This design comes from an exercise in tuning for small area and a short achievable clock period on the open sky130 flow, not from production work.
In this exercise RTL edits were held to simulation tests only and were not proved equivalent to the original.

===== design/flow/config.mk =====
export PLATFORM = sky130hd
export DESIGN_NAME = iir_df_i_ref
export DESIGN_NICKNAME = iir_df_i_ref
export VERILOG_FILES = /design/flow/design.v
export SDC_FILE = /design/flow/constraint.sdc
export NUM_CORES = 4
export LEC_CHECK = 0
export CAP_MARGIN = 20
export CORE_MARGIN = 2
export CORE_UTILIZATION = 40
export SLEW_MARGIN = 20

===== design/flow/constraint.sdc =====
create_clock -name core_clock -period 21.0 [get_ports {clk}]
set_input_delay 4.2000 -clock core_clock [delete_from_list [all_inputs] [get_ports {clk}]]
set_output_delay 4.2000 -clock core_clock [all_outputs]
set_load 0.01 [all_outputs]

===== design/flow/design.v =====
`timescale 1ns / 1ps
module iir_df_i_ref
	#(
		parameter N = 2,							 
		parameter X_WIDTH = 12,					 
		parameter Y_WIDTH = 12,					 
		parameter PRECISION = 32,				 
		parameter COEFF_WIDTH = 16,			 
		parameter Q = 14							 
	)
	(
		 input rst_n,												 
		 input clk,													 
		 input signed [X_WIDTH-1:0] x,						 
		 input [(COEFF_WIDTH*N)-1:0] packed_a_coeffs,	 
		 input [(COEFF_WIDTH*(N+1))-1:0] packed_b_coeffs,	 
		 output signed [Y_WIDTH-1:0] y						 
    );
	reg signed[PRECISION-1:0] x_1 [0:N];					 
	wire signed[PRECISION-1:0] d [0:N];					 
	wire signed [COEFF_WIDTH-1:0] b [0:N];				 
	reg signed[PRECISION-1:0] y_1 [0:N-1];					 
	wire signed[PRECISION-1:0] m [0:N-1];					 
	wire signed [COEFF_WIDTH-1:0] neg_a [0:N-1];			 
	wire signed [PRECISION-1:0] _y;							 
	wire signed [PRECISION-1:0] _y_scaled;				 
	genvar t;
	generate
		for (t = 0; t < (N+1) ; t = t + 1) begin : for_feed_forward_stage
			assign b[t] = packed_b_coeffs[((COEFF_WIDTH*t)+COEFF_WIDTH)-1:COEFF_WIDTH*t];
			if (t == 0) begin : sum_initial
				assign d[t] = x_1[t] * b[t];
			end else begin : sum_cascade
				assign d[t] = d[t-1] + (x_1[t] * b[t]);
			end
		end
		for (t = 0; t < N ; t = t + 1) begin : for_feedback_stage
			assign neg_a[t] = -packed_a_coeffs[((COEFF_WIDTH*t)+COEFF_WIDTH)-1:COEFF_WIDTH*t];
			if (t == 0) begin : sum_initial
				assign m[t] = y_1[t] * neg_a[t];
			end else begin : sum_cascade
				assign m[t] = m[t-1] + (y_1[t] * neg_a[t]);
			end
		end
	endgenerate
	assign _y = d[N] + m[N-1];
	assign _y_scaled = _y >>> Q;
	assign y = _y_scaled[Y_WIDTH-1:0];
	integer i;
	always @(posedge clk or negedge rst_n) begin
		if (!rst_n) begin
			for (i = 0; i < (N+1) ; i = i + 1) begin : ff_delay_line_reset
				x_1[i] <= 0;
			end
			for (i = 0; i < N ; i = i + 1) begin : fb_delay_line_reset
				y_1[i] <= 0;
			end
		end else begin
			y_1[0] <= _y_scaled;
			x_1[0] <= x;
			for (i = 1; i < (N+1) ; i = i + 1) begin : ff_delay_line_cascade
				x_1[i] <= x_1[i-1];
			end
			for (i = 1; i < N ; i = i + 1) begin : fb_delay_line_cascade
				y_1[i] <= y_1[i-1];
			end
		end
	end
endmodule

===== design/flow/run.sh =====
#!/bin/bash
# synth_recipe.tcl (not shown) runs the flow's synth.tcl, then flattens the netlist and writes it again
# the make line also repeats each setting of config.mk as NAME=value (left out here)
make -C /OpenROAD-flow-scripts/flow DESIGN_CONFIG=/design/flow/config.mk WORK_HOME=/design/flow/orfs CLKGATE_MAP_FILE= SYNTH_SCRIPT=/design/flow/synth_recipe.tcl finish

==> impl_metrics.py <==
metrics = {
    "logic_synthesis": {
        "synth_top_area_share_pct": 54.0,
        "synth-seq-area-share_pct": 3.95,
        "syn_nets": 6621,
        "yosys-top-cells-count": "inv_1 (1468), fa_1 (1228), nand2_1 (797)",
        "synthFlopType": "dfrtp_1",
        "synth_edf_count": 0,
        "synth-seq-cells": 72,
        "yosysWarnings": 3,
        "yosysTopAreaCell": "fa_1",
        "syn_area_per_cell_um2": 9.19,
        "syn-instance-count": 4959,
        "netlist_top_cells_area": "fa_1 (54%), inv_1 (12%), ha_1 (9.3%), nand2_1 (6.6%), and2_1 (4.3%)",
        "synth.distinct_cells": 53,
        "async_flop_share_pct": 100,
        "yosysMostFrequentCell": "inv_1",
        "syn_area_um2": 45600,
    },
    "grt": {
        "antenna_found_initial": 7,
        "grt_pass1_wl_um": 192000,
        "grt_pass1_vias": 34900,
        "grt_remaining_overflow": 0,
        "grt_usage_pct": 21.1,
        "grt_max_degree": 49,
    },
    "cts": {
        "cts-root-buf": "clkbuf_16",
        "cts_max_level": 3,
        "tritoncts": "done",
        "postCtsSetupBuffers": 0,
        "clock_latency_ns": 0.40,
        "cts_sinks": 72,
        "clkTransAtPathRegs_ns": 0.09,
        "numCtsBuffers": 9,
        "cts_buffer_depth": 2,
    },
    "setup_path": {
        "r2r-start": "x_1[1][11]",
        "r2r_cells": 39,
        "crit_type": "input pin to output port",
        "ff2ff_setup_slack_ns": 8.15,
        "cp.depth": 44,
        "end_kind": "output port",
        "crit_path_max_incr_delay_ns": 0.70,
        "cp.required_ns": 16.80,
        "r2r-end": "y_1[0][17]",
        "crit_buf_inv": 13,
        "cpMostUsedCell": "fa_1",
        "crit_path_max_fanout": 12,
        "critPathLaunchType": "input pin",
        "cp.arrival_ns": 16.22,
        "cp-startpoint": "packed_b_coeffs[35]",
        "cp-endpoint": "y[10]",
        "crit_family": "adder cells",
        "cp_slowest_cell": "clkdlybuf4s50_1",
    },
    "drt": {
        "vias": 31200,
        "drt_iter0_markers": 1794,
        "wl_per_cell_um": 17.7,
        "drt-pass1-iter-count": 5,
        "wl_um": 115000,
        "ant_nets": 0,
        "viasPerCell": 4.81,
        "drc": 0,
    },
    "finish": {
        "layout.cells.non_filler": 6483,
        "area_growth_pct": 6.95,
        "final_layout_size_suffix_gt1_share_pct": 2.03,
        "final_core_util_pct": 43.2,
        "fin_nets": 6639,
        "multiInputGateArea_um2": 37600,
        "regArea_um2": 1800,
        "fill_cells": 11100,
    },
    "die": {
        "coreArea_um2": 113000,
        "die_h_um": 342,
        "start_util_pct": 40.4,
        "ioPinCount": 106,
        "dieArea_um2": 117000,
        "die_x_um": 342,
        "rows": 123,
    },
    "sta": {
        "setup_viol": 0,
        "fmax_mhz": 49.0,
        "slew_headroom_pct": 29.7,
        "hold_violations": 0,
        "final.period_utilization_pct": 97.3,
        "slew_violations": 0,
        "fin_tns_setup_ns": 0,
        "rsz0062_at_grt": "false",
        "post-route-min-period_ns": 20.42,
        "worst_pin_slew_ns": 1.05,
        "setup_slack_ns": 0.576,
        "hold_slack_ns": 0.636,
        "skew_ns": 0.0206,
    },
    "flow_run": {
        "cap_viol_max_count": 0,
    },
    "placed_design": {
        "io_buffers": 105,
        "place_ws_ns": 0.0778,
        "hpwlAfterDp_um": 99200,
        "dp_cells": 6465,
        "gp_congestion": 0.886,
    },
    "run_status": {
        "status": "no timing/DRC/antenna violations",
    },
    "min_path": {
        "hold_path_depth": 1,
        "hold_class": "flop to flop",
    },
}
sequential cells by signal, summed over array words and instances, names as in the netlist:
signal / count
x_1: 36
y_1: 36
kinds of logic (layout without fill, tap and decap cells):
| kind of cell | after synthesis | count (layout) | share of synthesized area [%] |
|---|---|---|---|
| buffers and inverters | 1636 | 1659 | 13.6 |
| adder cells (fa/ha/maj) | 1568 | 1568 | 63.3 |
| AND/OR/NAND/NOR | 1351 | 1351 | 13.7 |
| AO/OA/AOI/OAI | 172 | 172 | 2.37 |
| XOR/XNOR | 160 | 160 | 3.11 |
| flip-flops | 72 | 72 | 3.95 |
| other | 0 | 1 | 0 |
cell usage in the layout (no fill, tap or decap), drive strengths merged, types with 52 or more instances in the layout:
master	count
a21oi	59
and2	310
buf	69
clkdlybuf4s50	88
dfrtp	72
fa	1228
ha	340
inv	1470
nand2	797
nand2b	52
nor2	89
xnor2	123
worst reg2reg max path, delay by kind of cell (launching register included):
family / cells / cell delay (ns)
XOR/XNOR: 10 / 2.32
adder cells (fa/ha/maj): 14 / 6.89
buffers and inverters: 6 / 0.93
AO/OA/AOI/OAI: 7 / 1.61
AND/OR/NAND/NOR: 2 / 0.35
flip-flops: 1 / 0.68
metal layers:
metal,vias up,wire (um),GRT usage (%)
li1,14000,-,-
met1,16300,51300,29.6
met2,793,52500,33.8
met3,130,8140,4.33
met4,10,2770,4.94
met5,-,61,0
worst min path at each step:
stage               startpoint    endpoint  slack [ns]
finish              y_1[0][14]  y_1[1][14]        0.64
global route        y_1[0][14]  y_1[1][14]        0.64
CTS                 y_1[0][14]  y_1[1][14]        0.63
detailed placement  y_1[0][13]  y_1[1][13]        0.64
global placement    y_1[0][11]  y_1[1][11]        0.64
floorplan           y_1[0][17]  y_1[1][17]        0.42
layout make-up:
type                            instances  area share (%)
Antenna cell                            1         0.00514
Clock buffer                            9           0.462
Clock inverter                          7           0.159
Inverter                             1470            11.3
Multi-Input combinational cell       3251            77.2
Sequential cell                        72            3.70
Tap cell                             1500            3.85
Timing Repair Buffer                  173            3.30
metrics by stage:
| stage | cell area [um^2] |
|---|---|
| 5_1_grt | 48700 |
| 2_1_floorplan | 45600 |
| 3_5_place_dp | 48400 |
| 6_report | 48700 |
| 4_1_cts | 48700 |
| 3_3_place_gp | 48300 |
what timing repair did:
action,4_1_cts,5_1_grt
hold buffers,0,0
gates resized for setup,0,18
endpoints found under the setup margin,0,8

what the ideal ports hide:
No port has a modelled driver above. Below, the same layout with a new extraction and two added sets of constraints.
Step 1, drivers: a clkbuf_16 drives clk and a buf_2 each remaining input, both assumed.
Step 2 adds t to the input delays and takes it off the output delays; t is the mean of the earliest and latest rising clock arrival at the registers after step 1. Input paths then give back, and output paths get back, about the clock's delay inside the block.
a / b / c = ideal ports / drivers / drivers and shift; a / b = the first two.
t, ns: 0.452
setup slack, ns: 0.576 / 0.522 / 0.522
hold slack, ns: 0.636 / 0.636 / 0.636
latest minus earliest clock arrival (ns): 0.020 / 0.020
worst slew at a driven data input, ns: 0.12
After both steps setup and hold are still met in this run. The setup slack of this run moves by -0.054 ns with the drivers and by -0.054 ns with both steps.
